From an optimization exercise on the open Yosys and OpenROAD flow, aimed at small area and a short achievable clock period; shortcuts taken in it are not production practice. Power and IR drop assume default switching activity.

// arbiter_rr
module arbiter_rr #(
    parameter WIDTH = 64
)(
    input               clk,
    input               rst,
    input   [WIDTH-1:0] req,
    output  [WIDTH-1:0] grant
);
    reg  [5:0] nk;
    wire [5:0] nkn;
    wire a0;
    wire a1;
    wire a2;
    wire a3;
    wire a4;
    wire a5;
    wire a6;
    wire a7;
    wire anyr;
    wire cw1_a;
    wire cw1_b;
    wire cw2_a;
    wire cw2_b;
    wire cw3_a;
    wire cw3_b;
    wire cw4_a;
    wire cw4_b;
    wire cw5_a;
    wire cw5_b;
    wire cw6_a;
    wire cw6_b;
    wire cw7_a;
    wire cw7_b;
    wire eq0;
    wire eq1;
    wire eq2;
    wire eq3;
    wire eq4;
    wire eq5;
    wire eq6;
    wire eq7;
    wire eqm0;
    wire eqm1;
    wire eqm2;
    wire eqm3;
    wire eqm4;
    wire eqm5;
    wire eqm6;
    wire eqm7;
    wire gt2;
    wire gt3;
    wire gt5;
    wire gt6;
    wire gt7;
    wire h12;
    wire h34;
    wire h56;
    wire hap;
    wire kc2;
    wire kr0;
    wire kr1;
    wire kr2;
    wire le1;
    wire le2;
    wire le3;
    wire le5;
    wire le6;
    wire le7;
    wire m12;
    wire m34;
    wire m56;
    wire na03;
    wire na47;
    wire nag1;
    wire nag2;
    wire nag3;
    wire nag4;
    wire nag5;
    wire nag6;
    wire nag7;
    wire nanyg;
    wire nhap;
    wire nk1;
    wire nk2;
    wire nk3;
    wire nk4;
    wire nk5;
    wire nk6;
    wire nk7;
    wire npa1;
    wire npa2;
  ...
For scale: roughly 340 cells after synthesis, ~6 flip-flops, roughly 130 I/O pins, roughly 0.0027 mm^2 of cells after synthesis.
Settings: LEC_CHECK=0, CAP_MARGIN=20, CORE_MARGIN=2, CORE_UTILIZATION=55, CTS_BUF_LIST=sky130_fd_sc_hd__clkbuf_2, SETUP_SLACK_MARGIN=0.3, SLEW_MARGIN=20, SYNTH_HIERARCHICAL=1, SYNTH_MINIMUM_KEEP_SIZE=0; clock period 6.5 ns.
standard.sh (not shown) runs the stock make flow with config.mk's settings and CLKGATE_MAP_FILE= SYNTH_SCRIPT=/design/flow/synth_recipe.tcl, a recipe that flattens the netlist after the stock synthesis.
==> flow/flow/run.sh <==
#!/bin/bash
# The standard layout, with three changes: the port buffers are the
# smallest buffer (buf_1) instead of the default; after floorplan every
# logic cell is set to its smallest drive strength (flow/downsize.tcl);
# after placement the cells on the critical paths are sized up again
# (flow/size.tcl).
set -euo pipefail
here=$(pwd)
export BUFFER_PORTS_ARGS="-buffer_cell sky130_fd_sc_hd__buf_1"
export POST_FLOORPLAN_TCL="$here/flow/downsize.tcl"
export POST_RESIZE_TCL="$here/flow/size.tcl"
bash standard.sh > "$here/flow_standard.log" 2>&1
==> flow/flow/downsize.tcl <==
# Hook run after floorplan: set every logic cell to its smallest drive
# strength where that is smaller. Synthesis maps each gate on its own and
# picks stronger cells than the loads need; flow/size.tcl then upsizes
# the cells that timing needs, once the cells are placed.
set db [ord::get_db]
set n 0
foreach inst [[ord::get_db_block] getInsts] {
  set master [$inst getMaster]
  set name [$master getName]
  if {[regexp {^(sky130_fd_sc_hd__[a-z0-9]+)_([0-9]+)$} $name -> base size] && $size > 1} {
    set small [$db findMaster ${base}_1]
    if {$small ne "NULL"
        && [$small getWidth] * [$small getHeight] < [$master getWidth] * [$master getHeight]} {
      $inst swapMaster $small
      incr n
    }
  }
}
puts "downsize: $n cells set to drive strength 1"
==> flow/flow/size.tcl <==
# Hook run after placement and its design repair: give the drivers of the
# high-fanout nets on the request-to-grant paths a stronger cell.
set ::db [ord::get_db]
set ::block [ord::get_db_block]
proc size_driver {net_name size} {
  set net [$::block findNet $net_name]
  if {$net eq "NULL"} { puts "size: no net $net_name"; return }
  foreach iterm [$net getITerms] {
    if {[$iterm isOutputSignal]} {
      set inst [$iterm getInst]
      set name [[$inst getMaster] getName]
      regexp {^(sky130_fd_sc_hd__[a-z0-9]+)_[0-9]+$} $name -> base
      set big [$::db findMaster ${base}_$size]
      if {$big ne "NULL"} {
        $inst swapMaster $big
        puts "size: $net_name driver [$inst getName] $name -> ${base}_$size"
      }
    }
  }
}
foreach g {0 1 2 3 4 5 6 7} {
  size_driver nz$g 4
  size_driver a$g 2
}
size_driver nhap 4
size_driver nanyg 4
size_driver rh1 2
foreach n {h12 h34 h56} { size_driver $n 2 }
foreach n {sp2 sp3 sp4 sp5 sp6 sp7} { size_driver $n 4 }
foreach n {m12 m34 m56} { size_driver $n 2 }
foreach g {0 1 2 3 4 5 6 7} { size_driver eqm$g 2 }
The starting point passed the timing, design-rule and antenna checks.
Then changed:
CORE_UTILIZATION = 40   (was 55)
The changed run completed with no timing, DRC or antenna violations.
Setup slack gets worse by 0.19 ns.
Power went down by 0.42%.
Routed wire length went up by 5.3%.
Die area went up by 35%.
Cell area hardly moves.
Clock-buffer cell count stays the same.
Critical path depth stays the same.
Synthesized area is unchanged.
Global-route usage went down by 9.5 points.
Final cell count went up by about 2.2%.
Clock skew went down by 0.0096 ns.
No run of this note included a check of the RTL's function; only the layout flow was run.

* * *

Setup of v14:
Another version of the RTL of arbiter_rr (not shown whole).
Size: roughly 280 cells after synthesis, about 6 flip-flops, ~2600 um2 of cells after synthesis.
Settings: LEC_CHECK=0, CAP_MARGIN=20, CORE_MARGIN=2, CORE_UTILIZATION=40, SETUP_SLACK_MARGIN=0.3, SLEW_MARGIN=20, SYNTH_HIERARCHICAL=1, SYNTH_MINIMUM_KEEP_SIZE=0; clock period 6.5 ns.
==> flow/flow/run.sh <==
#!/bin/bash
# The standard layout, with two changes: the port buffers are the smallest
# buffer (buf_1) instead of the default, and after floorplan every logic
# cell is set to its smallest drive strength (flow/downsize.tcl).
set -euo pipefail
here=$(pwd)
export BUFFER_PORTS_ARGS="-buffer_cell sky130_fd_sc_hd__buf_1"
export POST_FLOORPLAN_TCL="$here/flow/downsize.tcl"
bash standard.sh > "$here/flow_standard.log" 2>&1
==> flow/flow/downsize.tcl <==
# Hook run after floorplan: set every logic cell to its smallest drive
# strength. Synthesis maps each gate on its own and picks stronger cells
# than the loads need; the later repair steps upsize what timing needs.
set db [ord::get_db]
set n 0
foreach inst [[ord::get_db_block] getInsts] {
  set name [[$inst getMaster] getName]
  if {[regexp {^(sky130_fd_sc_hd__[a-z0-9]+)_([0-9]+)$} $name -> base size] && $size > 1} {
    set small [$db findMaster ${base}_1]
    if {$small ne "NULL"} {
      $inst swapMaster $small
      incr n
    }
  }
}
puts "downsize: $n cells set to drive strength 1"
## Diff of input files: v21 against v14
==> flow/run.sh (new file) <==
#!/bin/bash
# synth_recipe.tcl (not shown) runs the flow's synth.tcl, then flattens the netlist and writes it again
# the make line also repeats each setting of config.mk as NAME=value (left out here)
make -C /OpenROAD-flow-scripts/flow DESIGN_CONFIG=/design/flow/config.mk WORK_HOME=/design/flow/orfs CLKGATE_MAP_FILE= SYNTH_SCRIPT=/design/flow/synth_recipe.tcl finish
removed: flow/flow/run.sh
removed: flow/flow/downsize.tcl
removed: flow/standard.sh
--- outcome ---
For placed wire-length estimate after detailed placement, dividing the value from v21 by the value from v14 gives 1.2.
Going from v14 to v21, internal portion of total power grew by more than half.
v21 vs. v14: number of global-route vias before repair saw an increase, clock skew did not really move, net switching power +about 18%, critical path depth went up by 4, synthesized cell count barely changed.
v21 ended with more power than v14.
Against v14, v21 reports a layout buffer count excluding clock buffers that is higher.
Routed wire length: v14 and v21 compared, higher one is v21
No functional check of the RTL was part of any run of this note.

[what the ideal ports hide]
Ports are ideal in the flow. The routed layouts listed here were re-timed in OpenROAD.
Step 1 sets driving cells, clkbuf_16 on the clock port and buf_2 on the other inputs (assumed; they add their load-dependent delay and slew).
Step 2 times the ports against the registers' clock, not the clock port: input delays grow and output delays shrink by t, the midpoint of the rising clock arrivals with the driver on.
a / b / c = ideal / step 1 / step 2; a / b = the first two.
run	t, ns	setup WS [ns]	worst hold slack (ns)
the first run of note 1	0.231	1.877 / 1.862 / 1.874	0.639 / 0.639 / 0.639
the second run of note 1	0.233	1.682 / 1.666 / 1.719	0.628 / 0.628 / 0.628
v14	0.237	0.551 / 0.525 / 0.525	0.599 / 0.599 / 0.599
v21	0.244	0.238 / 0.211 / 0.211	0.536 / 0.536 / 0.536
After both steps setup and hold are still met in every run listed. For v21, which loses most, drivers alone change the setup slack by -0.027 ns; drivers and shift together by -0.027 ns.
